From an optimization exercise on the open Yosys and OpenROAD flow, aimed at small area; shortcuts taken in it are not production practice.
The RTL was checked by simulation tests, not by an equivalence proof against the original design.
Power figures rest on the tool's default switching activity, not on a simulated workload.

Setup of north:
==> flow/design.v <==
module NCO #(N = 32, B = 8)(
  input clk,
  input rst,                  
  input [N-1:0] ctrl,         
  output reg [15:0] sin_out   
);
function automatic [N-1:0] add;
  input [N-1:0] a, b;
  integer i, k;
  reg c, G, P;
  reg [N-1:0] g, p;
  begin
    g = a & b;
    p = a ^ b;
    c = 1'b0;
    for (k = 0; k < N; k = k + B) begin
      G = 1'b0; P = 1'b1;
      for (i = k; i < k + B; i = i + 1) begin
        G = g[i] | (p[i] & G);
        P = P & p[i];
      end
      for (i = k; i < k + B; i = i + 1) begin
        add[i] = p[i] ^ c;
        c = g[i] | (p[i] & c);
      end
      c = G | (P & c);
    end
  end
endfunction
reg [N-1:0] phase;
reg [7:0] ph1, ph2;
always @(posedge clk) begin
  if (rst)
    phase <= {N{1'b0}};
  else
    phase <= add(phase, ctrl);
  ph1 <= phase[N-1:N-8];
  ph2 <= ph1;
end
reg [5:0] sin_lut_sel;
reg [15:0] sin_lut_val;
always @(*) begin
  sin_lut_sel = ph2[6] ? ~(ph2[5:0]-1'b1) : ph2[5:0];
  if (ph2[6] & ~|ph2[5:0]) begin
    sin_out = ph2[7] ? 16'b10000000_00000001 : 16'b01111111_11111111;
  end else begin
    sin_out = ph2[7] ? (~sin_lut_val+1'b1) : sin_lut_val;
  end
  case(sin_lut_sel)
    6'h00 : sin_lut_val = 16'h0000;
    6'h01 : sin_lut_val = 16'h0324;
    6'h02 : sin_lut_val = 16'h0648;
    6'h03 : sin_lut_val = 16'h096A;
    6'h04 : sin_lut_val = 16'h0C8C;
    6'h05 : sin_lut_val = 16'h0FAB;
    6'h06 : sin_lut_val = 16'h12C8;
    6'h07 : sin_lut_val = 16'h15E2;
    6'h08 : sin_lut_val = 16'h18F9;
    6'h09 : sin_lut_val = 16'h1C0B;
    6'h0A : sin_lut_val = 16'h1F1A;
    6'h0B : sin_lut_val = 16'h2223;
    6'h0C : sin_lut_val = 16'h2528;
    6'h0D : sin_lut_val = 16'h2826;
    6'h0E : sin_lut_val = 16'h2B1F;
    6'h0F : sin_lut_val = 16'h2E11;
    6'h10 : sin_lut_val = 16'h30FB;
    6'h11 : sin_lut_val = 16'h33DF;
    6'h12 : sin_lut_val = 16'h36BA;
    6'h13 : sin_lut_val = 16'h398C;
    6'h14 : sin_lut_val = 16'h3C56;
    6'h15 : sin_lut_val = 16'h3F17;
    6'h16 : sin_lut_val = 16'h41CE;
    6'h17 : sin_lut_val = 16'h447A;
    6'h18 : sin_lut_val = 16'h471C;
    6'h19 : sin_lut_val = 16'h49B4;
    6'h1A : sin_lut_val = 16'h4C3F;
    6'h1B : sin_lut_val = 16'h4EBF;
    6'h1C : sin_lut_val = 16'h5133;
    6'h1D : sin_lut_val = 16'h539B;
    6'h1E : sin_lut_val = 16'h55F5;
    6'h1F : sin_lut_val = 16'h5842;
    6'h20 : sin_lut_val = 16'h5A82;
    6'h21 : sin_lut_val = 16'h5CB3;
    6'h22 : sin_lut_val = 16'h5ED7;
    6'h23 : sin_lut_val = 16'h60EB;
    6'h24 : sin_lut_val = 16'h62F1;
    6'h25 : sin_lut_val = 16'h64E8;
    6'h26 : sin_lut_val = 16'h66CF;
    6'h27 : sin_lut_val = 16'h68A6;
    6'h28 : sin_lut_val = 16'h6A6D;
    6'h29 : sin_lut_val = 16'h6C23;
    6'h2A : sin_lut_val = 16'h6DC9;
    6'h2B : sin_lut_val = 16'h6F5E;
    6'h2C : sin_lut_val = 16'h70E2;
    6'h2D : sin_lut_val = 16'h7254;
    6'h2E : sin_lut_val = 16'h73B5;
    6'h2F : sin_lut_val = 16'h7504;
    6'h30 : sin_lut_val = 16'h7641;
    6'h31 : sin_lut_val = 16'h776B;
    6'h32 : sin_lut_val = 16'h7884;
    6'h33 : sin_lut_val = 16'h7989;
    6'h34 : sin_lut_val = 16'h7A7C;
    6'h35 : sin_lut_val = 16'h7B5C;
    6'h36 : sin_lut_val = 16'h7C29;
    6'h37 : sin_lut_val = 16'h7CE3;
    6'h38 : sin_lut_val = 16'h7D89;
    6'h39 : sin_lut_val = 16'h7E1D;
    6'h3A : sin_lut_val = 16'h7E9C;
    6'h3B : sin_lut_val = 16'h7F09;
    6'h3C : sin_lut_val = 16'h7F61;
    6'h3D : sin_lut_val = 16'h7FA6;
    6'h3E : sin_lut_val = 16'h7FD8;
    6'h3F : sin_lut_val = 16'h7FF5;
  endcase
end
endmodule
module Chirp #(N = 32, B = 8)(
  input clk,
  input rst,
  input [7:0] delay,           
  input reverse,               
  input [N-1:0] min_ctrl,      
  input [N-1:0] max_ctrl,      
  input [N-1:0] inc_rate,      
  input [N-1:0] div_rate,      
  output reg nco_reset,        
  output reg [N-1:0] nco_ctrl  
);
function automatic ge;
  input [N-1:0] a, b;
  integer i, k;
  reg c, G, T;
  begin
    c = 1'b1;
    for (k = 0; k < N; k = k + B) begin
      G = 1'b0; T = 1'b1;
      for (i = k; i < k + B; i = i + 1) begin
        G = (a[i] & ~b[i]) | ((a[i] | ~b[i]) & G);
        T = T & (a[i] | ~b[i]);
      end
      c = G | (T & c);
    end
    ge = c;
  end
endfunction
function automatic [N-1:0] add;
  input [N-1:0] a, b;
  input ci;
  integer i, k;
  reg c, G, P;
  reg [N-1:0] g, p;
  begin
    g = a & b;
    p = a ^ b;
    c = ci;
    for (k = 0; k < N; k = k + B) begin
      G = 1'b0; P = 1'b1;
      for (i = k; i < k + B; i = i + 1) begin
        G = g[i] | (p[i] & G);
        P = P & p[i];
      end
      for (i = k; i < k + B; i = i + 1) begin
        add[i] = p[i] ^ c;
        c = g[i] | (p[i] & c);
      end
      c = G | (P & c);
    end
  end
endfunction
function automatic [N-1:0] dec;
  input [N-1:0] a;
  integer i, k;
  reg c, P;
  begin
    c = 1'b1;
    for (k = 0; k < N; k = k + B) begin
      P = ~|a[k +: B];
      for (i = k; i < k + B; i = i + 1) begin
        dec[i] = a[i] ^ c;
        c = c & ~a[i];
      end
      c = P & c;
    end
  end
endfunction
wire [N-1:0] stt_ctrl = reverse ? max_ctrl : min_ctrl;
wire end_flag = reverse ? ge(min_ctrl, nco_ctrl) : ge(nco_ctrl, max_ctrl);
reg [N-1:0] rate_count_n;     
reg [7:0] delay_count;
wire step = ge(~div_rate, rate_count_n);
wire [N-1:0] nco_step = add(nco_ctrl, inc_rate ^ {N{reverse}}, reverse);
always @(posedge clk) begin
  if (rst) begin
    rate_count_n <= {N{1'b1}};
    delay_count <= 8'b0;
    nco_reset <= 1'b1;
    nco_ctrl <= {N{1'b0}};
  end else begin
    if (end_flag) begin
      nco_ctrl <= stt_ctrl;
      rate_count_n <= dec(rate_count_n);
    end else if (step) begin
      nco_ctrl <= nco_step;
      rate_count_n <= {N{1'b1}};
    end else
      rate_count_n <= dec(rate_count_n);
    if (end_flag) begin
      if (delay_count >= delay)
        delay_count <= 8'b0;
      else
        delay_count <= delay_count + 1'b1;
    end
    nco_reset <= |delay_count;
  end
end
endmodule
module WaveGenerator #(N = 32, M = 16)(
  input clk,
  input rst,
  input chirp_reverse,             
  input [7:0] chirp_delay,         
  input [N-1:0] chirp_min_ctrl,    
  input [N-1:0] chirp_max_ctrl,    
  input [N-1:0] chirp_inc_rate,    
  input [N-1:0] chirp_div_rate,    
  output [M-1:0] waveform          
);
wire chirp_nco_reset;
wire [N-1:0] chirp_nco_ctrl;
NCO #(.N(N)) NCO0 (
  .clk     ( clk             ),
  .rst     ( chirp_nco_reset ),
  .ctrl    ( chirp_nco_ctrl  ),
  .sin_out ( waveform        )
);
Chirp #(.N(N)) Chirp0 (
  .clk       ( clk             ),
  .rst       ( rst             ),
  .delay     ( chirp_delay     ),
  .reverse   ( chirp_reverse   ),
  .min_ctrl  ( chirp_min_ctrl  ),
  .max_ctrl  ( chirp_max_ctrl  ),
  .inc_rate  ( chirp_inc_rate  ),
  .div_rate  ( chirp_div_rate  ),
  .nco_reset ( chirp_nco_reset ),
  .nco_ctrl  ( chirp_nco_ctrl  )
);
endmodule
export LEC_CHECK = 0
export CAP_MARGIN = 20
export CORE_MARGIN = 2
export CORE_UTILIZATION = 40
export CTS_BUF_LIST = sky130_fd_sc_hd__clkbuf_4 sky130_fd_sc_hd__clkbuf_8
export SLEW_MARGIN = 20
create_clock -name core_clock -period 6.0 [get_ports {clk}]
standard.sh (not shown) runs the stock make flow with config.mk's settings and CLKGATE_MAP_FILE= SYNTH_SCRIPT=/design/flow/synth_recipe.tcl, a recipe that flattens the netlist after the stock synthesis.
==> flow/flow/run.sh <==
#!/bin/bash
# Standard ORFS layout, with these changes:
#  - synthesis maps logic with an area-oriented ABC script (flow/abc.script)
#    and leaves adders as plain logic (no full/half-adder cells); registers
#    are the standard synthesis's (same passes up to mapping, same names)
#  - ports are buffered with the smallest buffer
set -u
W=$(pwd)
export MY_ABC_SCRIPT=$W/flow/abc.script
export MY_NO_FA=1
bash standard.sh SYNTH_SCRIPT=$W/flow/my_synth.tcl \
  BUFFER_PORTS_ARGS="-buffer_cell sky130_fd_sc_hd__buf_1" finish > standard.log 2>&1
==> flow/flow/abc.script <==
strash
ifraig
dch
map -D 5000
topo
upsize -c
dnsize -c
topo
stime -c
==> flow/flow/my_synth.tcl <==
proc synth {args} { yosys synth -nofsm -noshare {*}$args }
if { [info exists ::env(MY_ABC_SCRIPT)] && $::env(MY_ABC_SCRIPT) ne "" } {
  proc abc {args} {
    set i [lsearch -exact $args -script]
    if { $i >= 0 } { set args [lreplace $args $i [expr {$i + 1}] -script $::env(MY_ABC_SCRIPT)] }
    set i [lsearch -exact $args -D]
    if { $i >= 0 && [info exists ::env(MY_ABC_D)] } { set args [lreplace $args $i [expr {$i + 1}] -D $::env(MY_ABC_D)] }
    puts "my abc: $args"
    if { [info exists ::env(MY_ABC_KEEP_SCRIPT)] && [info exists ::env(SYNTH_KEEP_MODULES)] } {
      set kargs $args
      set i [lsearch -exact $kargs -script]
      set kargs [lreplace $kargs $i [expr {$i + 1}] -script $::env(MY_ABC_KEEP_SCRIPT)]
      foreach m $::env(SYNTH_KEEP_MODULES) {
        yosys abc {*}$kargs $m
      }
      yosys abc {*}$args $::env(DESIGN_NAME)
    } else {
      yosys abc {*}$args
    }
  }
}
if { [info exists ::env(MY_NO_FA)] && $::env(MY_NO_FA) eq "1" } {
  proc extract_fa {args} { puts "extract_fa skipped" }
}
source $::env(SCRIPTS_DIR)/synth.tcl
# left out here: clear keep_hierarchy, flatten, clean up, hide names made inside functions, write 1_2_yosys.v
Edits applied to the flow inputs when going from north to south:
- changing CAP_MARGIN from 20 to 0
- changing SLEW_MARGIN from 20 to 0
==> flow/flow/abc.script <==
strash
ifraig
dch
map -D 5000
topo
stime -c
diff --git a/flow/flow/my_synth.tcl b/flow/flow/my_synth.tcl
--- a/flow/flow/my_synth.tcl
+++ b/flow/flow/my_synth.tcl
@@ -8,13 +8,3 @@
     puts "my abc: $args"
-    if { [info exists ::env(MY_ABC_KEEP_SCRIPT)] && [info exists ::env(SYNTH_KEEP_MODULES)] } {
-      set kargs $args
-      set i [lsearch -exact $kargs -script]
-      set kargs [lreplace $kargs $i [expr {$i + 1}] -script $::env(MY_ABC_KEEP_SCRIPT)]
-      foreach m $::env(SYNTH_KEEP_MODULES) {
-        yosys abc {*}$kargs $m
-      }
-      yosys abc {*}$args $::env(DESIGN_NAME)
-    } else {
-      yosys abc {*}$args
-    }
+    yosys abc {*}$args
   }
==> results.txt <==
Highest net fanout along the worst path sits lower in south than in north. Taking north as the reference, in south register-to-register slack decreased by 0.02 ns relative to the old numbers, first-pass GRT wire length lost 3.4%, signal arrival time at the worst endpoint moved up. south vs. north: global-route track usage on met3 went down by 0.31 points. Run comparison: south slowest cell on the critical path a21o_2; north slowest cell on the critical path xor2_1. [compare] base=north new=south: height of the die -1.3 um; area of the die now sits lower.
[inputs] east vs south
- clearing CTS_BUF_LIST, which used to be sky130_fd_sc_hd__clkbuf_4 sky130_fd_sc_hd__clkbuf_8
- swapping 0 for 20 in CAP_MARGIN
- putting SETUP_SLACK_MARGIN at -0.6 where nothing was set
- swapping 0 for 20 in SLEW_MARGIN
diff --git a/flow/flow/run.sh b/flow/flow/run.sh
--- a/flow/flow/run.sh
+++ b/flow/flow/run.sh
@@ -11,2 +11,3 @@
 bash standard.sh SYNTH_SCRIPT=$W/flow/my_synth.tcl \
-  BUFFER_PORTS_ARGS="-buffer_cell sky130_fd_sc_hd__buf_1" finish > standard.log 2>&1
+  BUFFER_PORTS_ARGS="-buffer_cell sky130_fd_sc_hd__buf_1" \
+  CTS_ARGS="-sink_clustering_enable -repair_clock_nets -dont_use_dummy_load -buf_list sky130_fd_sc_hd__clkbuf_8" finish > standard.log 2>&1
==> flow/flow/abc.script <==
strash
ifraig
dch
map -D 4900
topo
upsize -c
dnsize -c
topo
stime -c
diff --git a/flow/flow/my_synth.tcl b/flow/flow/my_synth.tcl
--- a/flow/flow/my_synth.tcl
+++ b/flow/flow/my_synth.tcl
@@ -8,3 +8,13 @@
     puts "my abc: $args"
-    yosys abc {*}$args
+    if { [info exists ::env(MY_ABC_KEEP_SCRIPT)] && [info exists ::env(SYNTH_KEEP_MODULES)] } {
+      set kargs $args
+      set i [lsearch -exact $kargs -script]
+      set kargs [lreplace $kargs $i [expr {$i + 1}] -script $::env(MY_ABC_KEEP_SCRIPT)]
+      foreach m $::env(SYNTH_KEEP_MODULES) {
+        yosys abc {*}$kargs $m
+      }
+      yosys abc {*}$args $::env(DESIGN_NAME)
+    } else {
+      yosys abc {*}$args
+    }
   }
Notes after the runs:
- Per the final summary, east finished and its layout is clean on timing, DRC and antenna.
- Compare east and south | total setup buffers inserted after CTS lower: east
- east gives less number of buffers other than clock buffers in the final layout than south did.
- Going from south to east, met3 wirelength from detailed routing lower, fraction of met3 tracks used by global routing has remained practically unchanged, DRC violation count after routing roughly the same, relative area change from synthesis to final layout has decreased.
- Compared with south, east shows routed wire length that has gone down by a few percent.
- Cell count after synthesis was lower in east than in south.
Input changes introduced in west (baseline for comparison: east):
- an added CTS_BUF_LIST of sky130_fd_sc_hd__clkbuf_4 sky130_fd_sc_hd__clkbuf_8
- a deleted SETUP_SLACK_MARGIN that had been -0.6
diff --git a/flow/flow/run.sh b/flow/flow/run.sh
--- a/flow/flow/run.sh
+++ b/flow/flow/run.sh
@@ -12,2 +12,3 @@
   BUFFER_PORTS_ARGS="-buffer_cell sky130_fd_sc_hd__buf_1" \
-  CTS_ARGS="-sink_clustering_enable -repair_clock_nets -dont_use_dummy_load -buf_list sky130_fd_sc_hd__clkbuf_8" finish > standard.log 2>&1
+  SETUP_MOVE_SEQUENCE=unbuffer,sizeup,swap,clone \
+  RECOVER_POWER=100 finish > standard.log 2>&1
==> flow/flow/abc.script <==
strash
ifraig
dch
map -D 5000
topo
stime -c
==> results.txt <==
Comparing west and east, the lower ratio of final minimum period to clock period was measured on west. Between west and east, the overall power is lower for east. Relative to east, the synthesized area measured on west has decreased slightly. west went all the way through synthesis, placement and routing and the layout is clean on timing, DRC and antenna. west against east; total number of nets in the final design is up by a few percent.
Input-level comparison between middle and west:
diff --git a/flow/flow/run.sh b/flow/flow/run.sh
--- a/flow/flow/run.sh
+++ b/flow/flow/run.sh
@@ -11,4 +11,2 @@
 bash standard.sh SYNTH_SCRIPT=$W/flow/my_synth.tcl \
-  BUFFER_PORTS_ARGS="-buffer_cell sky130_fd_sc_hd__buf_1" \
-  SETUP_MOVE_SEQUENCE=unbuffer,sizeup,swap,clone \
-  RECOVER_POWER=100 finish > standard.log 2>&1
+  BUFFER_PORTS_ARGS="-buffer_cell sky130_fd_sc_hd__buf_1" finish > standard.log 2>&1
==> flow/flow/abc.script <==
strash
ifraig
dch
map -D 4500
topo
stime -c
diff --git a/flow/flow/my_synth.tcl b/flow/flow/my_synth.tcl
--- a/flow/flow/my_synth.tcl
+++ b/flow/flow/my_synth.tcl
@@ -8,13 +8,3 @@
     puts "my abc: $args"
-    if { [info exists ::env(MY_ABC_KEEP_SCRIPT)] && [info exists ::env(SYNTH_KEEP_MODULES)] } {
-      set kargs $args
-      set i [lsearch -exact $kargs -script]
-      set kargs [lreplace $kargs $i [expr {$i + 1}] -script $::env(MY_ABC_KEEP_SCRIPT)]
-      foreach m $::env(SYNTH_KEEP_MODULES) {
-        yosys abc {*}$kargs $m
-      }
-      yosys abc {*}$args $::env(DESIGN_NAME)
-    } else {
-      yosys abc {*}$args
-    }
+    yosys abc {*}$args
   }
Findings:
- In the tables for middle and west, filler cell count in the final layout reads higher with west.
- Diff west -> middle: portion of the layout cell area used by clock cells has remained practically unchanged, sequential share of cell area has decreased, critical path depth has decreased.
- middle has less setup slack than west.
- Summary of the comparison: worst supply voltage drop on vdd is higher in middle, relative to west.
- Per the comparison of middle with west, number of placed instances, taps included went down by 45, data arrival at the endpoint of the critical path higher, final clock period utilization by the worst path +3.9 points.
- On worst hold slack, middle and west are neck and neck.
- middle vs west, largest family of logic cells by synthesized area: compound AO/OA/AOI/OAI gates vs simple AND/OR/NAND/NOR gates
- Of middle and west, it is middle that has the higher utilization.

==> re-timing with driven ports <==
How much do the figures lean on ideal ports? The routed layouts below were timed once more, with nothing changed but the port constraints. Step 1 assumes that a clkbuf_16 drives the clock port and a buf_2 every other input. Step 2 times the ports against the registers' clock, not the clock port: input delays grow and output delays shrink by t, the midpoint of the rising clock arrivals with the driver on. Slacks: ideal ports / drivers / drivers and shift; pairs: ideal ports / drivers.
run	t (ns)	slack for setup (ns)	latest minus earliest clock arrival (ns)
north	0.482	0.443 / 0.401 / -0.081	0.022 / 0.021
south	0.475	0.372 / 0.343 / -0.132	0.022 / 0.023
east	0.471	0.221 / 0.221 / -0.008	0.033 / 0.034
west	0.476	0.406 / 0.376 / -0.100	0.023 / 0.022
middle	0.486	0.174 / 0.175 / -0.312	0.020 / 0.021
With both steps, setup timing fails in every run listed, where it was met with ideal ports. The setup slack of north, which loses most, moves by -0.042 ns with the drivers and by -0.524 ns with both steps.
